Context: an optimization exercise on an open-source flow, tuned for small area. The choices shown serve that exercise and are no tape-out recipe. Only simulation tests tie the RTL to the original design; equivalence was not proved. No driver is modelled on the clock port, so clock power and skew are understated where the tree is cut down; a real chip needs a root buffer or a tree. No activity file was given, so power comes from the tool's default toggle rates.

==> flow/design.v <==
`default_nettype none
`default_nettype none
`default_nettype none
`default_nettype none
module Matrix_Calculator
    (input logic [7:0] data_in,
     input logic enter, sw,
     input logic [1:0] operation,
     input logic clk, rst,
     output logic [4:0] data_out,
     output logic finish, error,
     output logic [3:0] index);
    logic enter_d, sw_d;
    logic enter_pulse, switch_pulse;
    logic [4:0] c;
    logic done;
    logic accept, last;
    logic [1:0] op;
    logic invalid, mult, sub, step, elem;
    logic busy, first, ready, first_step, start;
    logic [1:0] k;
    always_ff @(posedge clk) begin
        enter_d <= enter;
        sw_d <= sw;
    end
    assign enter_pulse = enter & ~enter_d;
    assign switch_pulse = sw & ~sw_d;
    assign accept = enter_pulse & ~done & ~rst;
    assign last = accept & (&c[3:0]);
    always_ff @(posedge clk) begin
        if (accept)
            op <= operation;
    end
    assign invalid = ~op[1] & op[0];
    assign mult = ~op[1] & ~op[0];
    assign sub = op[1] & op[0];
    assign finish = done & ~invalid & ready;
    assign error = done & invalid;
    assign step = finish & switch_pulse;
    assign elem = step & c[0];
    always_ff @(posedge clk) begin
        if (rst) begin
            c <= 5'd0;
            done <= 1'b0;
        end else begin
            if (accept | step)
                c[3:0] <= c[3:0] + 4'd1;
            if (step & (&c[3:0]))
                c[4] <= ~c[4];
            if (last)
                done <= 1'b1;
        end
    end
    assign index = done ? c[4:1] : 4'd0;
    assign first_step = done & ~invalid & ~first & ~busy;
    assign start = last | first_step | elem;
    always_ff @(posedge clk) begin
        if (rst) begin
            busy <= 1'b0;
            k <= 2'd0;
            first <= 1'b0;
            ready <= 1'b0;
        end else begin
            if (start) begin
                busy <= 1'b1;
                k <= 2'd0;
            end else if (busy) begin
                k <= k + 2'd1;
                if (k == 2'd3)
                    busy <= 1'b0;
            end
            if (first_step)
                first <= 1'b1;
            ready <= first;
        end
    end
    logic [3:0] ce;
    assign ce = c[4:1] + {3'd0, first};
    logic rot_a;
    assign rot_a = elem & c[2] & ~c[1];
    logic [7:0] pa [0:3];     
    logic [7:0] qa [0:3];     
    logic en_pa, en_qa;
    assign en_pa = (accept & ~c[3] & ~c[0]) | rot_a;
    assign en_qa = (accept & ~c[3] & c[0]) | rot_a;
    always_ff @(posedge clk) begin
        if (en_pa) begin
            pa[0] <= done ? pa[3] : data_in;
            pa[1] <= pa[0];
            pa[2] <= pa[1];
            pa[3] <= pa[2];
        end
        if (en_qa) begin
            qa[0] <= done ? qa[3] : data_in;
            qa[1] <= qa[0];
            qa[2] <= qa[1];
            qa[3] <= qa[2];
        end
    end
    logic [3:0] lb [0:3][0:3];
    logic [3:0] tap;
    assign tap = lb[0][3];
    genvar gj;
    generate
        for (gj = 0; gj < 4; gj++) begin : blane
            logic en;
            logic [3:0] nib;
            assign nib = gj[0] ? data_in[3:0] : data_in[7:4];
            assign en = (accept & c[3] & (c[0] == gj[1])) | (done & busy);
            always_ff @(posedge clk) begin
                if (en) begin
                    lb[gj][0] <= done ? lb[(gj + 1) % 4][3] : nib;
                    lb[gj][1] <= lb[gj][0];
                    lb[gj][2] <= lb[gj][1];
                    lb[gj][3] <= lb[gj][2];
                end
            end
        end
    endgenerate
    logic [3:0] ak [0:3];
    assign ak[0] = pa[3][7:4];
    assign ak[1] = pa[3][3:0];
    assign ak[2] = qa[3][7:4];
    assign ak[3] = qa[3][3:0];
    logic [3:0] xa, mx, my;
    logic [1:0] d;
    logic add_b, add_a;
    assign xa = ak[mult ? k : ce[1:0]];
    assign d = k - ce[3:2];
    assign add_b = ~mult & (d == 2'd0);
    assign add_a = ~mult & (d == 2'd1);
    assign mx = {4{busy}} & ((mult | add_a) ? xa : {3'd0, add_b});
    assign my = (mult | add_b) ? (tap ^ {4{sub}}) : {3'd0, add_a};
    logic [9:0] acc_n, res_n, mac_n;
    logic sub_init;
    assign sub_init = last ? &operation : sub;
    logic pp1;
    logic pp2;
    logic pp3;
    logic pp4;
    logic pp5;
    logic pp6;
    logic pp7;
    logic pp8;
    logic pp9;
    logic pp10;
    logic pp11;
    logic pp12;
    logic pp13;
    logic pp14;
    logic pp15;
    logic pp16;
    logic s17;
    logic c18;
    logic s19;
    logic c20;
    logic s21;
    logic c22;
    logic s23;
    logic c24;
    logic s25;
    logic c26;
    logic s27;
    logic c28;
    logic s29;
    logic c30;
    logic s31;
    logic c32;
    logic s33;
    logic c34;
    logic s35;
    logic c36;
    logic s37;
    logic c38;
    logic s39;
    logic c40;
    logic s41;
    logic c42;
    logic s43;
    logic c44;
    logic s45;
    logic c46;
    logic s47;
    logic c48;
    logic s49;
    logic c50;
    logic s51;
    logic c52;
    logic s53;
    logic c54;
    logic s55;
    logic c56;
    logic s57;
    logic c58;
    logic s59;
    assign pp1 = ~(mx[0] & my[0]);
    assign pp2 = ~(mx[0] & my[1]);
    assign pp3 = ~(mx[0] & my[2]);
    assign pp4 = ~(mx[0] & my[3]);
    assign pp5 = ~(mx[1] & my[0]);
    assign pp6 = ~(mx[1] & my[1]);
    assign pp7 = ~(mx[1] & my[2]);
    assign pp8 = ~(mx[1] & my[3]);
    assign pp9 = ~(mx[2] & my[0]);
    assign pp10 = ~(mx[2] & my[1]);
    assign pp11 = ~(mx[2] & my[2]);
    assign pp12 = ~(mx[2] & my[3]);
    assign pp13 = ~(mx[3] & my[0]);
    assign pp14 = ~(mx[3] & my[1]);
    assign pp15 = ~(mx[3] & my[2]);
    assign pp16 = ~(mx[3] & my[3]);
    InvHalfAdder ha18 (.a(acc_n[0]), .b(pp1), .s(s17), .co(c18));
    FullAdder fa20 (.a(acc_n[1]), .b(pp2), .c(pp5), .s(s19), .co(c20));
    InvHalfAdder ha22 (.a(c18), .b(s19), .s(s21), .co(c22));
    FullAdder fa24 (.a(acc_n[2]), .b(pp3), .c(pp6), .s(s23), .co(c24));
    FullAdder fa26 (.a(pp9), .b(c20), .c(s23), .s(s25), .co(c26));
    InvHalfAdder ha28 (.a(c22), .b(s25), .s(s27), .co(c28));
    FullAdder fa30 (.a(acc_n[3]), .b(pp4), .c(pp7), .s(s29), .co(c30));
    FullAdder fa32 (.a(pp10), .b(pp13), .c(c24), .s(s31), .co(c32));
    FullAdder fa34 (.a(s29), .b(c26), .c(s31), .s(s33), .co(c34));
    InvHalfAdder ha36 (.a(c28), .b(s33), .s(s35), .co(c36));
    FullAdder fa38 (.a(acc_n[4]), .b(pp8), .c(pp11), .s(s37), .co(c38));
    FullAdder fa40 (.a(pp14), .b(c30), .c(s37), .s(s39), .co(c40));
    FullAdder fa42 (.a(c32), .b(s39), .c(c34), .s(s41), .co(c42));
    InvHalfAdder ha44 (.a(c36), .b(s41), .s(s43), .co(c44));
    FullAdder fa46 (.a(acc_n[5]), .b(pp12), .c(pp15), .s(s45), .co(c46));
    FullAdder fa48 (.a(c38), .b(s45), .c(c40), .s(s47), .co(c48));
    FullAdder fa50 (.a(s47), .b(c42), .c(c44), .s(s49), .co(c50));
    FullAdder fa52 (.a(acc_n[6]), .b(pp16), .c(c46), .s(s51), .co(c52));
    FullAdder fa54 (.a(s51), .b(c48), .c(c50), .s(s53), .co(c54));
    FullAdder fa56 (.a(acc_n[7]), .b(c52), .c(c54), .s(s55), .co(c56));
    InvHalfAdder ha58 (.a(acc_n[8]), .b(c56), .s(s57), .co(c58));
    assign s59 = ~(acc_n[9] ^ c58);
    assign mac_n = {s59, s57, s55, s53, s49, s43, s35, s27, s21, s17};
    always_ff @(posedge clk) begin
        acc_n <= start ? {5'h1f, ~sub_init, 3'h7, ~sub_init} : mac_n;
        if (elem | first_step)
            res_n <= mac_n;
    end
    always_comb begin
        if (c[0])
            data_out = ~res_n[4:0];
        else
            data_out = mult ? ~res_n[9:5] : 5'd0;
    end
endmodule
module FullAdder (input logic a, b, c, output logic s, co);
    assign s = a ^ b ^ c;
    assign co = (a & b) | (a & c) | (b & c);
endmodule
module InvHalfAdder (input logic a, b, output logic s, co);
    Xnor2 x (.a(a), .b(b), .y(s));
    assign co = a | b;
endmodule
module Xnor2 (input logic a, b, output logic y);
    assign y = ~(a ^ b);
endmodule
export LEC_CHECK = 0
export CAP_MARGIN = 20
export CORE_MARGIN = 2
export CORE_UTILIZATION = 45
export PLACE_DENSITY = 0.75
export SLEW_MARGIN = 20
export SYNTH_HIERARCHICAL = 1
export SYNTH_MINIMUM_KEEP_SIZE = 0
create_clock -name core_clock -period 10.0 [get_ports {clk}]
standard.sh (not shown) runs the stock make flow with config.mk's settings and CLKGATE_MAP_FILE= SYNTH_SCRIPT=/design/flow/synth_recipe.tcl, a recipe that flattens the netlist after the stock synthesis.
==> flow/flow/run.sh <==
#!/bin/bash
# The standard layout with two changes: port buffers are buf_1, and the clock
# tree is built by manual_cts.tcl (a balanced two-level tree of clkbuf
# cells) instead of TritonCTS. Each tool's full output goes to the ORFS logs
# under orfs/logs; make's own output goes to make.log here.
set -euo pipefail
cd "$(dirname "$0")/.."

bash standard.sh \
  "BUFFER_PORTS_ARGS=-buffer_cell sky130_fd_sc_hd__buf_1" \
  "PRE_CTS_TCL=$PWD/flow/manual_cts.tcl" \
  finish > make.log 2>&1
==> flow/flow/manual_cts.tcl <==
# Used as PRE_CTS_TCL in place of TritonCTS: a two-level clock tree. The
# clock port drives NTOP buffers; each drives an equal share of NLEAF leaf
# buffers; each leaf buffer drives an equal share of the flip-flops. Groups
# come from recursive bisection of the placed locations, cutting the longer
# side of each group's bounding box.
set NTOP 2
set NLEAF 10
set TOPBUF sky130_fd_sc_hd__clkbuf_4
set LEAFBUF sky130_fd_sc_hd__clkbuf_8

proc mcts_split {items n} {
  if {$n <= 1} { return [list $items] }
  set xs {}; set ys {}
  foreach s $items { lappend xs [lindex $s 1]; lappend ys [lindex $s 2] }
  set xs [lsort -real $xs]; set ys [lsort -real $ys]
  set w [expr {[lindex $xs end] - [lindex $xs 0]}]
  set h [expr {[lindex $ys end] - [lindex $ys 0]}]
  set sorted [lsort -real -index [expr {$w >= $h ? 1 : 2}] $items]
  set n1 [expr {$n / 2}]
  set cut [expr {int(round([llength $sorted] * double($n1) / $n))}]
  return [concat [mcts_split [lrange $sorted 0 [expr {$cut - 1}]] $n1] \
                 [mcts_split [lrange $sorted $cut end] [expr {$n - $n1}]]]
}

proc mcts_buffer {block master name innet items} {
  set sx 0; set sy 0
  foreach s $items { set sx [expr {$sx + [lindex $s 1]}]; set sy [expr {$sy + [lindex $s 2]}] }
  set m [llength $items]
  set cx [expr {$sx / $m}]; set cy [expr {$sy / $m}]
  set net [odb::dbNet_create $block "${name}_net"]
  $net setSigType CLOCK
  set inst [odb::dbInst_create $block $master $name]
  $inst setLocation [expr {int($cx)}] [expr {int($cy)}]
  $inst setPlacementStatus PLACED
  [$inst findITerm A] connect $innet
  [$inst findITerm X] connect $net
  foreach s $items {
    set it [lindex $s 0]
    $it disconnect
    $it connect $net
  }
  puts "manual_cts: $name ([$master getName]) drives $m pins"
  return [list [$inst findITerm A] $cx $cy]
}

proc manual_cts {ntop nleaf topbuf leafbuf} {
  set block [ord::get_db_block]
  set clk [$block findNet clk]
  set tm [[ord::get_db] findMaster $topbuf]
  set lm [[ord::get_db] findMaster $leafbuf]
  set sinks {}
  foreach it [$clk getITerms] {
    set b [[$it getInst] getBBox]
    lappend sinks [list $it [expr {([$b xMin] + [$b xMax]) / 2.0}] [expr {([$b yMin] + [$b yMax]) / 2.0}]]
  }
  set leaves {}
  set k 0
  foreach group [mcts_split $sinks $nleaf] {
    lappend leaves [mcts_buffer $block $lm "clkbuf_leaf$k" $clk $group]
    incr k
  }
  set t 0
  foreach group [mcts_split $leaves $ntop] {
    mcts_buffer $block $tm "clkbuf_top$t" $clk $group
    incr t
  }
}

manual_cts $NTOP $NLEAF $TOPBUF $LEAFBUF
rename clock_tree_synthesis __tritoncts_unused
proc clock_tree_synthesis {args} {
  set_propagated_clock [all_clocks]
}
==> next run, changes <==
--- a/flow/flow/manual_cts.tcl
+++ b/flow/flow/manual_cts.tcl
@@ -7 +7 @@
-set NLEAF 10
+set NLEAF 9
PLACE_DENSITY = 0.85   (was 0.75)
What happened:
- routed wire length barely changes
- critical path depth is unchanged
- area after synthesis does not change
- first-iteration DRC count came out higher by 26%
- power came out lower by 1.5%
- die area stays the same
- setup slack got worse by 17 ps
- register-to-register slack got worse by 20 ps
- utilization came out lower by 0.30 points
==> next run, changes <==
--- a/flow/flow/manual_cts.tcl
+++ b/flow/flow/manual_cts.tcl
@@ -7 +7 @@
-set NLEAF 9
+set NLEAF 10
PLACE_DENSITY = 0.95   (was 0.85)
The new run ran to the end with no violations.
Worst setup slack degrades by 56 ps.
Synthesized area does not change.
Clock power grows by about 5%.
Critical path depth is unchanged.
In every run of this note, the design's own scripts or RTL, not TritonCTS, make the clock network.

## what the ideal ports hide
No port has a modelled driver above. Below, the same layouts with a new extraction and two added sets of constraints. Step 1 sets driving cells, clkbuf_16 on the clock port and buf_2 on the other inputs (assumed; they add their load-dependent delay and slew). Step 2 times the ports against the registers' clock, not the clock port: input delays grow and output delays shrink by t, the midpoint of the rising clock arrivals with the driver on. Three values: ideal ports, drivers, drivers and shift; two values: the first two.
run | t, ns | setup WS [ns] | worst setup path after step 2 | worst register clock-pin slew, ns | worst data-port slew with drivers (ns)
the first run | 0.432 | 3.514 / 3.514 / 3.514 | register to register | 0.10 / 0.10 | 0.03
the second run | 0.418 | 3.497 / 3.497 / 3.497 | register to register | 0.12 / 0.12 | 0.03
the third run | 0.433 | 3.441 / 3.441 / 3.441 | register to register | 0.10 / 0.10 | 0.03
After both steps setup and hold are still met in every run listed.
